Background: an optimization exercise with open tools, aiming at small area, a short achievable clock period and few clock cycles. Do not read the settings as production practice.
In this exercise RTL edits were held to simulation tests only and were not proved equivalent to the original.
The clock port is modelled as an ideal driver, which makes a skipped or thinned clock tree look cheaper than it is; a real chip needs a root buffer or a tree.

==> flow/design.v (excerpt) <==
module HT_TOP(
    clk,
    rst_n,
    in_valid,
    in_weight,
    out_mode,
    out_valid,
    out_code
);
Size in the first run: ~850 cells after synthesis, roughly 93 flip-flops.
Settings: LEC_CHECK=0, ABC_AREA=1, CAP_MARGIN=20, CELL_PAD_IN_SITES_DETAIL_PLACEMENT=2, CELL_PAD_IN_SITES_GLOBAL_PLACEMENT=2, CORE_MARGIN=2, CORE_UTILIZATION=25, PLACE_DENSITY=0.3, SLEW_MARGIN=20; clock period 20.0 ns.
standard.sh (not shown) runs the stock make flow with config.mk's settings and CLKGATE_MAP_FILE= SYNTH_SCRIPT=/design/flow/synth_recipe.tcl, a recipe that flattens the netlist after the stock synthesis.
==> flow/flow/run.sh <==
#!/bin/bash
# The standard layout (the standard.sh, unchanged synthesis), with a
# faster buffer on the ports than the one buffer_ports picks by default,
# and a single-level clock tree in place of TritonCTS's two levels
# (flow/cts_post.tcl, run at the end of the CTS step).
set -euo pipefail
export BUFFER_PORTS_ARGS="-buffer_cell sky130_fd_sc_hd__buf_4"
export POST_CTS_TCL="$(pwd)/flow/cts_post.tcl"
bash standard.sh > standard_flow.log 2>&1
==> flow/flow/cts_post.tcl <==
# Runs at the end of ORFS's CTS step (POST_CTS_TCL hook).
# Replaces the two-level tree TritonCTS built with a single level: the clock
# port drives four clkbuf_16 buffers, each driving the flip-flops of one
# quadrant of the placed flip-flops, so every flip-flop sees one buffer delay.
set block [ord::get_db_block]
set db [ord::get_db]
set master [$db findMaster sky130_fd_sc_hd__clkbuf_16]
set port_net [$block findNet clk]

# clock sinks: the CLK pins of all flip-flops
set sinks {}
foreach inst [$block getInsts] {
  set mname [[$inst getMaster] getName]
  if {![string match "sky130_fd_sc_hd__*df*" $mname]} { continue }
  set it [$inst findITerm CLK]
  if {$it eq "NULL" || $it eq ""} { continue }
  set bb [$inst getBBox]
  lappend sinks [list $it [expr {([$bb xMin] + [$bb xMax]) / 2}] [expr {([$bb yMin] + [$bb yMax]) / 2}]]
}
puts "manual cts: [llength $sinks] sinks"

# remove TritonCTS's buffers and their nets
set old_nets {}
foreach inst [$block getInsts] {
  if {[string match "clkbuf_*" [$inst getName]] || [string match "clkload*" [$inst getName]]} {
    set out [$inst findITerm X]
    if {$out ne "NULL" && $out ne ""} {
      set n [$out getNet]
      if {$n ne "NULL" && $n ne ""} { lappend old_nets $n }
    }
    puts "manual cts: removing [$inst getName] ([[$inst getMaster] getName])"
    odb::dbInst_destroy $inst
  }
}
foreach s $sinks { [lindex $s 0] disconnect }
foreach n [lsort -unique $old_nets] {
  if {[$n getName] ne "clk"} { odb::dbNet_destroy $n }
}

# split the sinks into quadrants: halves by x, then each half by y
set sorted [lsort -integer -index 1 $sinks]
set half [expr {[llength $sorted] / 2}]
set groups {}
foreach part [list [lrange $sorted 0 [expr {$half - 1}]] [lrange $sorted $half end]] {
  set ys [lsort -integer -index 2 $part]
  set h2 [expr {[llength $ys] / 2}]
  lappend groups [lrange $ys 0 [expr {$h2 - 1}]] [lrange $ys $h2 end]
}
set g 0
foreach grp $groups {
  if {[llength $grp] == 0} { continue }
  set sx 0; set sy 0
  foreach s $grp { incr sx [lindex $s 1]; incr sy [lindex $s 2] }
  set cx [expr {$sx / [llength $grp]}]
  set cy [expr {$sy / [llength $grp]}]
  set inst [odb::dbInst_create $block $master "clkbuf_manual_$g"]
  $inst setLocation $cx $cy
  $inst setPlacementStatus PLACED
  set net [odb::dbNet_create $block "clknet_manual_$g"]
  $net setSigType CLOCK
  [$inst findITerm A] connect $port_net
  [$inst findITerm X] connect $net
  foreach s $grp { [lindex $s 0] connect $net }
  puts "manual cts: buffer $g at ($cx, $cy) drives [llength $grp] sinks"
  incr g
}
$port_net setSigType CLOCK

detailed_placement
check_placement -verbose
estimate_parasitics -placement
report_clock_skew
repair_timing -hold -verbose
detailed_placement
check_placement -verbose
report_checks -path_delay max -to [all_outputs]
The starting point ran to the end with no violations.
Testbench counts at the start, summed over its fixed seeds: cycles 38,938.
Then changed:
--- a/flow/flow/cts_post.tcl
+++ b/flow/flow/cts_post.tcl
@@ -68,2 +68,13 @@
 
+# the output flip-flops drive the output buffers: use a stronger drive
+foreach inst [$block getInsts] {
+  set n [$inst getName]
+  if {[string match "ov_r*" $n] || [string match "oc_r*" $n]} {
+    set m [[$inst getMaster] getName]
+    regsub {_[0-9]+$} $m {_4} m4
+    puts "manual cts: $n $m -> $m4"
+    $inst swapMaster [$db findMaster $m4]
+  }
+}
+
 detailed_placement
Outcome: The new run passed the timing, DRC and antenna checks. Die area is unchanged. Via count is lower by 0.36%. Cell count is unchanged. Worst setup slack gets worse by 0.092 ns. Routed wire length barely changes.
Then changed:
--- a/flow/flow/cts_post.tcl
+++ b/flow/flow/cts_post.tcl
@@ -68,13 +68,2 @@
 
-# the output flip-flops drive the output buffers: use a stronger drive
-foreach inst [$block getInsts] {
-  set n [$inst getName]
-  if {[string match "ov_r*" $n] || [string match "oc_r*" $n]} {
-    set m [[$inst getMaster] getName]
-    regsub {_[0-9]+$} $m {_4} m4
-    puts "manual cts: $n $m -> $m4"
-    $inst swapMaster [$db findMaster $m4]
-  }
-}
-
 detailed_placement
Settings changed: CORE_UTILIZATION 25 to 35, PLACE_DENSITY 0.3 to 0.5.
Result: Cell area fell by 2.1%; routed wire length fell by 7.0%; synthesized area is unchanged; setup slack is better by 0.085 ns.
No run of this note takes its clock network from TritonCTS; it comes from the design's own scripts or RTL.

## run 1
Another version of the RTL of HT_TOP (not shown whole).
For scale: roughly 790 cells after synthesis, about 87 flip-flops, about 9 I/O pins.
## HT_TOP
module HT_TOP(
    clk,
    rst_n,
    in_valid,
    in_weight,
    out_mode,
    out_valid,
    out_code
);
input clk, rst_n, in_valid, out_mode;
input [2:0] in_weight;
output out_valid, out_code;
integer i;
function lt5;
    input [4:0] a, b;
    integer n;
    reg r;
    begin
        r = 1'b0;
        for (n = 0; n < 5; n = n + 1)
            r = (~a[n] & b[n]) | ((~a[n] | b[n]) & r);
        lt5 = r;
    end
endfunction
function le3;
    input [2:0] a, b;
    integer n;
    reg r;
    begin
        r = 1'b1;
        for (n = 0; n < 3; n = n + 1)
            r = (~a[n] & b[n]) | ((~a[n] | b[n]) & r);
        le3 = r;
    end
endfunction
reg       iv_r;      
reg       mode;
reg [3:0] s;
reg [1:0] ph;        
reg       rf;
reg       ov_r, oc_r;
reg [2:0] w1, w2, w3;
reg [3:0] w4, w5, w6;
reg [4:0] w7;
wire [4:0] w [1:7];
assign w[1] = {2'b0, w1};
assign w[2] = {2'b0, w2};
assign w[3] = {2'b0, w3};
assign w[4] = {1'b0, w4};
assign w[5] = {1'b0, w5};
assign w[6] = {1'b0, w6};
assign w[7] = w7;
reg [2:0] pos [0:4];
reg [5:0] c   [0:4];
wire in_ph  = ~s[3] & iv_r;
wire mg_ph  = s[3] & ~(s[2] & s[0]) & ~(s[2] & s[1]);
wire out_ph = (s == 4'd13);
wire upd    = in_ph | mg_ph;
wire last_m = (s == 4'd12);
wire [2:0] k = s[2:0];
reg [7:0] force_lo;
always @(*) begin
    case (s)
        4'd1:  force_lo = 8'b0111_1111;
        4'd2:  force_lo = 8'b0011_1111;
        4'd3:  force_lo = 8'b0001_1111;
        4'd4:  force_lo = 8'b0000_1111;
        4'd5:  force_lo = 8'b0000_0111;
        4'd6:  force_lo = 8'b0000_0011;
        4'd7:  force_lo = 8'b0000_0001;
        4'd8:  force_lo = 8'b0000_0011;
        4'd9:  force_lo = 8'b0000_0111;
        4'd10: force_lo = 8'b0000_1111;
        4'd11: force_lo = 8'b0001_1111;
        4'd12: force_lo = 8'b0011_1111;
        default: force_lo = 8'b1111_1111;
    endcase
end
reg  [4:0] xr;
wire [4:0] x = xr;
reg [8:0] lt;
always @(*) begin
    lt[0] = 1'b1;
    for (i = 1; i < 8; i = i + 1)
        lt[i] = force_lo[i] | lt5(w[i], x);
    lt[8] = 1'b0;
end
wire [2:0] p;
assign p[2] = lt[4];
assign p[1] = lt[6] | (lt[2] & ~lt[4]);
  ...
export LEC_CHECK = 0
export ABC_AREA = 1
export CAP_MARGIN = 20
export CELL_PAD_IN_SITES_DETAIL_PLACEMENT = 1
export CELL_PAD_IN_SITES_GLOBAL_PLACEMENT = 1
export CORE_MARGIN = 2
export CORE_UTILIZATION = 45
export PLACE_DENSITY = 0.65
export SLEW_MARGIN = 20
create_clock -name core_clock -period 20.0 [get_ports {clk}]
==> flow/flow/cts_post.tcl <==
# Runs at the end of ORFS's CTS step (POST_CTS_TCL hook).
# Replaces the two-level tree TritonCTS built with a single level: the clock
# port drives four clkbuf_16 buffers, each driving the flip-flops of one
# quadrant of the placed flip-flops, so every flip-flop sees one buffer delay.
set block [ord::get_db_block]
set db [ord::get_db]
set master [$db findMaster sky130_fd_sc_hd__clkbuf_16]
set port_net [$block findNet clk]

# clock sinks: the CLK pins of all flip-flops
set sinks {}
foreach inst [$block getInsts] {
  set mname [[$inst getMaster] getName]
  if {![string match "sky130_fd_sc_hd__*df*" $mname]} { continue }
  set it [$inst findITerm CLK]
  if {$it eq "NULL" || $it eq ""} { continue }
  set bb [$inst getBBox]
  lappend sinks [list $it [expr {([$bb xMin] + [$bb xMax]) / 2}] [expr {([$bb yMin] + [$bb yMax]) / 2}]]
}
puts "manual cts: [llength $sinks] sinks"

# remove TritonCTS's buffers and their nets
set old_nets {}
foreach inst [$block getInsts] {
  if {[string match "clkbuf_*" [$inst getName]] || [string match "clkload*" [$inst getName]]} {
    set out [$inst findITerm X]
    if {$out ne "NULL" && $out ne ""} {
      set n [$out getNet]
      if {$n ne "NULL" && $n ne ""} { lappend old_nets $n }
    }
    puts "manual cts: removing [$inst getName] ([[$inst getMaster] getName])"
    odb::dbInst_destroy $inst
  }
}
foreach s $sinks { [lindex $s 0] disconnect }
foreach n [lsort -unique $old_nets] {
  if {[$n getName] ne "clk"} { odb::dbNet_destroy $n }
}

# split the sinks into quadrants: halves by x, then each half by y
set sorted [lsort -integer -index 1 $sinks]
set half [expr {[llength $sorted] / 2}]
set groups {}
foreach part [list [lrange $sorted 0 [expr {$half - 1}]] [lrange $sorted $half end]] {
  set ys [lsort -integer -index 2 $part]
  set h2 [expr {[llength $ys] / 2}]
  lappend groups [lrange $ys 0 [expr {$h2 - 1}]] [lrange $ys $h2 end]
}
set g 0
foreach grp $groups {
  if {[llength $grp] == 0} { continue }
  set sx 0; set sy 0
  foreach s $grp { incr sx [lindex $s 1]; incr sy [lindex $s 2] }
  set cx [expr {$sx / [llength $grp]}]
  set cy [expr {$sy / [llength $grp]}]
  set inst [odb::dbInst_create $block $master "clkbuf_manual_$g"]
  $inst setLocation $cx $cy
  $inst setPlacementStatus PLACED
  set net [odb::dbNet_create $block "clknet_manual_$g"]
  $net setSigType CLOCK
  [$inst findITerm A] connect $port_net
  [$inst findITerm X] connect $net
  foreach s $grp { [lindex $s 0] connect $net }
  puts "manual cts: buffer $g at ($cx, $cy) drives [llength $grp] sinks"
  incr g
}
$port_net setSigType CLOCK

detailed_placement
check_placement -verbose
estimate_parasitics -placement
report_clock_skew
repair_timing -hold -verbose
detailed_placement
check_placement -verbose
report_checks -path_delay max -to [all_outputs]
Scripts as last shown in full above: flow/flow/run.sh
Run 1 | status: complete | timing, DRC, antenna: pass
Testbench counts of run 1, summed over its fixed seeds: cycles 37,738.
For run 2, these inputs were changed with respect to run 1:
Settings: CELL_PAD_IN_SITES_DETAIL_PLACEMENT: 1 -> 2; PLACE_DENSITY: 0.65 -> 0.5; CORE_UTILIZATION: 45 -> 35; CELL_PAD_IN_SITES_GLOBAL_PLACEMENT: 1 -> 2.
==> flow/flow/run.sh <==
#!/bin/bash
# The standard layout (the standard.sh, unchanged synthesis) with three
# changes made through ORFS's hooks and variables:
#  - every combinational gate starts at its smallest drive after floorplan
#    (flow/downsize.tcl);
#  - a faster buffer on the ports than the one buffer_ports picks by default;
#  - a single-level clock tree in place of TritonCTS's two levels
#    (flow/cts_post.tcl, run at the end of the CTS step).
set -euo pipefail
export BUFFER_PORTS_ARGS="-buffer_cell sky130_fd_sc_hd__buf_4"
export POST_FLOORPLAN_TCL="$(pwd)/flow/downsize.tcl"
export POST_CTS_TCL="$(pwd)/flow/cts_post.tcl"
bash standard.sh > standard_flow.log 2>&1
==> flow/flow/downsize.tcl (new file) <==
set db [ord::get_db]
set block [ord::get_db_block]
set n 0
foreach inst [$block getInsts] {
  set m [[$inst getMaster] getName]
  if {![regexp {^(sky130_fd_sc_hd__[a-z0-9]+)_([0-9]+)$} $m -> base drv]} { continue }
  if {[string match "*df*" $base] || [string match "*conb*" $base] || [string match "*tap*" $base]} { continue }
  foreach d {0 1 2} {
    if {$d >= $drv} { break }
    set small [$db findMaster ${base}_$d]
    if {$small ne "NULL" && $small ne ""} {
      $inst swapMaster $small
      incr n
      break
    }
  }
}
puts "downsize: $n gates set to their smallest drive"
Results
No run among run 2 and run 1 stopped early or left any final violation; all are clean.
Worst-case hold slack down 0.0063 ns in run 2 wrt run 1
Global-route wire length before repair was higher in run 2 than in run 1.
Relative to run 1, utilization has decreased by 11 points in run 2.
Run 2 against run 1: via count of the routed design now sits at about the same level; total overflow reported by the global router comparable; layout overhead on the synthesized area shrank by 1.3 points.
From run 1 to run 2 the numbers moved as follows: met2 capacity usage during global routing decreased 5.7 points, cell area lost about 1.2%.
[inputs] run 3 vs run 2
==> flow/flow/run.sh <==
#!/bin/bash
# The standard layout (the standard.sh, unchanged synthesis) with three
# changes made through ORFS's hooks and variables:
#  - after placement each combinational gate goes to its smallest drive
#    that keeps the worst setup slack (flow/downsize.tcl);
#  - a faster buffer on the ports than the one buffer_ports picks by default;
#  - a single-level clock tree in place of TritonCTS's two levels
#    (flow/cts_post.tcl, run at the end of the CTS step).
set -euo pipefail
export BUFFER_PORTS_ARGS="-buffer_cell sky130_fd_sc_hd__buf_4"
export POST_RESIZE_TCL="$(pwd)/flow/downsize.tcl"
export POST_CTS_TCL="$(pwd)/flow/cts_post.tcl"
bash standard.sh > standard_flow.log 2>&1
==> flow/flow/downsize.tcl <==
# Runs at the end of ORFS's resize step (POST_RESIZE_TCL hook), after global
# placement and repair_design.
# Synthesis maps for speed against a delay target far below what the design
# needs, so many gates come out in stronger drives than the clock period
# calls for.  Move each combinational gate to its smallest drive that does
# not make the design's worst setup slack worse than it is now (or than
# 15.45 ns, which leaves room for the clock tree's delay and the routed
# parasitics that come later).
estimate_parasitics -placement
set db [ord::get_db]
set block [ord::get_db_block]
set ws0 [sta::worst_slack -max]
set target [expr {min($ws0, 15.45)}]
puts "downsize: worst slack $ws0, keeping it at or above $target"
set n 0
set kept 0
foreach inst [$block getInsts] {
  set m [[$inst getMaster] getName]
  if {![regexp {^(sky130_fd_sc_hd__[a-z0-9]+)_([0-9]+)$} $m -> base drv]} { continue }
  if {[string match "*df*" $base] || [string match "*conb*" $base] || [string match "*tap*" $base]} { continue }
  set iname [$inst getName]
  if {[string match "input*" $iname] || [string match "output*" $iname]} { continue }
  foreach d {0 1 2 4} {
    if {$d >= $drv} { break }
    set small [$db findMaster ${base}_$d]
    if {$small eq "NULL" || $small eq ""} { continue }
    replace_cell [get_cells $iname] ${base}_$d
    if {[sta::worst_slack -max] >= $target} {
      incr n
      break
    }
    replace_cell [get_cells $iname] $m
    incr kept
  }
}
puts "downsize: $n gates made smaller, $kept tries undone; worst slack now [sta::worst_slack -max]"
Results
Run 2 → run 3: global-route wire length before repair went up by 3.2%, detailed-route vias per instance went up. Across both runs, top fanout value on the critical path was higher for run 3 than for run 2. Re number of flip-flops and latches: no difference whatsoever between run 3 and run 2. From run 2 to run 3 the numbers moved as follows: cell area dropped 0.34%; cell count saw little to no change.
The inputs of run 4 differ from those of run 3 as listed below.
==> flow/flow/run.sh <==
#!/bin/bash
# The standard layout (the standard.sh, unchanged synthesis), with a
# faster buffer on the ports than the one buffer_ports picks by default,
# and a single-level clock tree in place of TritonCTS's two levels
# (flow/cts_post.tcl, run at the end of the CTS step).
set -euo pipefail
export BUFFER_PORTS_ARGS="-buffer_cell sky130_fd_sc_hd__buf_4"
export POST_CTS_TCL="$(pwd)/flow/cts_post.tcl"
bash standard.sh > standard_flow.log 2>&1
removed: flow/flow/downsize.tcl
## What came out
[compare] base=run 3 new=run 4: worst slack at placement higher, final cycle utilization of the critical path dropped 0.98 points, wire length now larger. [diff] worst setup slack, run 4 relative to run 3: improvement. Beginning of the critical path = ov_r: run 4; beginning of the critical path = s[0]: run 3.
For run 5, these inputs were changed with respect to run 4:
==> flow/flow/run.sh <==
#!/bin/bash
# The standard layout (the standard.sh, unchanged synthesis) with two
# changes made through ORFS's hooks and variables:
#  - a faster buffer on the ports than the one buffer_ports picks by default;
#  - at the end of the CTS step (flow/cts_post.tcl): a single-level clock
#    tree in place of TritonCTS's two levels, then each combinational gate
#    moved to its smallest drive that keeps the setup slack.
set -euo pipefail
export BUFFER_PORTS_ARGS="-buffer_cell sky130_fd_sc_hd__buf_4"
export POST_CTS_TCL="$(pwd)/flow/cts_post.tcl"
bash standard.sh > standard_flow.log 2>&1
-- flow/flow/cts_post.tcl --
<<< run 4, line 68

detailed_placement
>>> run 5, line 68


# Area recovery: synthesis maps for speed against a delay target far below
# what the design needs, so many gates come out in stronger drives than the
# clock period calls for.  Move each combinational gate to its smallest drive
# that keeps every path at least 0.25 ns better than the present worst setup
# slack (the output paths, which gate sizes do not change); the margin covers
# the routed parasitics that come later.
set_propagated_clock [all_clocks]
estimate_parasitics -placement
set ws0 [sta::worst_slack -max]
set target [expr {$ws0 + 0.25}]
puts "downsize: worst slack $ws0"
set n 0
set undone 0
foreach inst [$block getInsts] {
  set m [[$inst getMaster] getName]
  if {![regexp {^(sky130_fd_sc_hd__[a-z0-9]+)_([0-9]+)$} $m -> base drv]} { continue }
  if {[string match "*df*" $base] || [string match "*conb*" $base] || [string match "*tap*" $base] || [string match "*clkbuf*" $base]} { continue }
  set iname [$inst getName]
  if {[string match "input*" $iname] || [string match "output*" $iname]} { continue }
  set pins [get_pins -of_objects [get_cells $iname] -filter "direction == output"]
  foreach d {0 1 2 4} {
    if {$d >= $drv} { break }
    set small [$db findMaster ${base}_$d]
    if {$small eq "NULL" || $small eq ""} { continue }
    replace_cell [get_cells $iname] ${base}_$d
    set ok 1
    foreach p $pins {
      set path [find_timing_paths -through $p -path_delay max]
      if {[llength $path] && [get_property [lindex $path 0] slack] < $target} { set ok 0 }
    }
    if {$ok && [sta::worst_slack -max] >= $ws0 - 0.001} {
      incr n
      break
    }
    replace_cell [get_cells $iname] $m
    incr undone
  }
}
puts "downsize: $n gates made smaller, $undone tries undone; worst slack now [sta::worst_slack -max]"

detailed_placement
--- outcome ---
- Run comparison: run 4 kind of critical path reg2out; run 5 kind of critical path reg2reg
- Taking run 4 as the reference point, the final wirelength of run 5 rises by about 0.5%.
No run of this note takes its clock network from TritonCTS; it comes from the design's own scripts or RTL.

## what the ideal ports hide
The flow's constraints put no driver on any port. The routed layouts listed below were extracted and timed again, unchanged, in two steps.
Step 1 (the two cells are an assumption about what drives the block):
set clk [get_ports {clk}]
set_driving_cell -lib_cell sky130_fd_sc_hd__clkbuf_16 $clk
set_driving_cell -lib_cell sky130_fd_sc_hd__buf_2 [delete_from_list [all_inputs] $clk]
Step 2 adds t to the input delays and takes it off the output delays; t is the mean of the earliest and latest rising clock arrival at the registers after step 1. Input paths then give back, and output paths get back, about the clock's delay inside the block.
a / b / c = no drivers / after step 1 / after step 2; a / b = the first two.
run	shift t [ns]	setup WS [ns]	worst setup path at the end	worst register clock-pin slew, ns	cell pins on the clock port's net
the first run of note 1	0.269	15.303 / 15.198 / 15.456	input to register	0.12 / 0.12	4
the second run of note 1	0.268	15.212 / 15.107 / 15.375	register to output	0.12 / 0.12	4
the third run of note 1	0.257	15.297 / 15.202 / 15.459	register to output	0.11 / 0.11	4
run 1	0.248	15.344 / 15.252 / 15.338	input to register	0.10 / 0.10	4
run 2	0.249	15.321 / 15.227 / 15.295	input to register	0.10 / 0.10	4
run 3	0.254	15.142 / 15.142 / 15.142	register to register	0.10 / 0.10	4
run 4	0.248	15.338 / 15.246 / 15.368	input to register	0.10 / 0.10	4
run 5	0.247	15.267 / 15.247 / 15.267	register to register	0.10 / 0.10	4
After both steps every run listed still meets setup and hold. The setup slack of run 2, which loses most, moves by -0.094 ns with the drivers and by -0.026 ns with both steps.
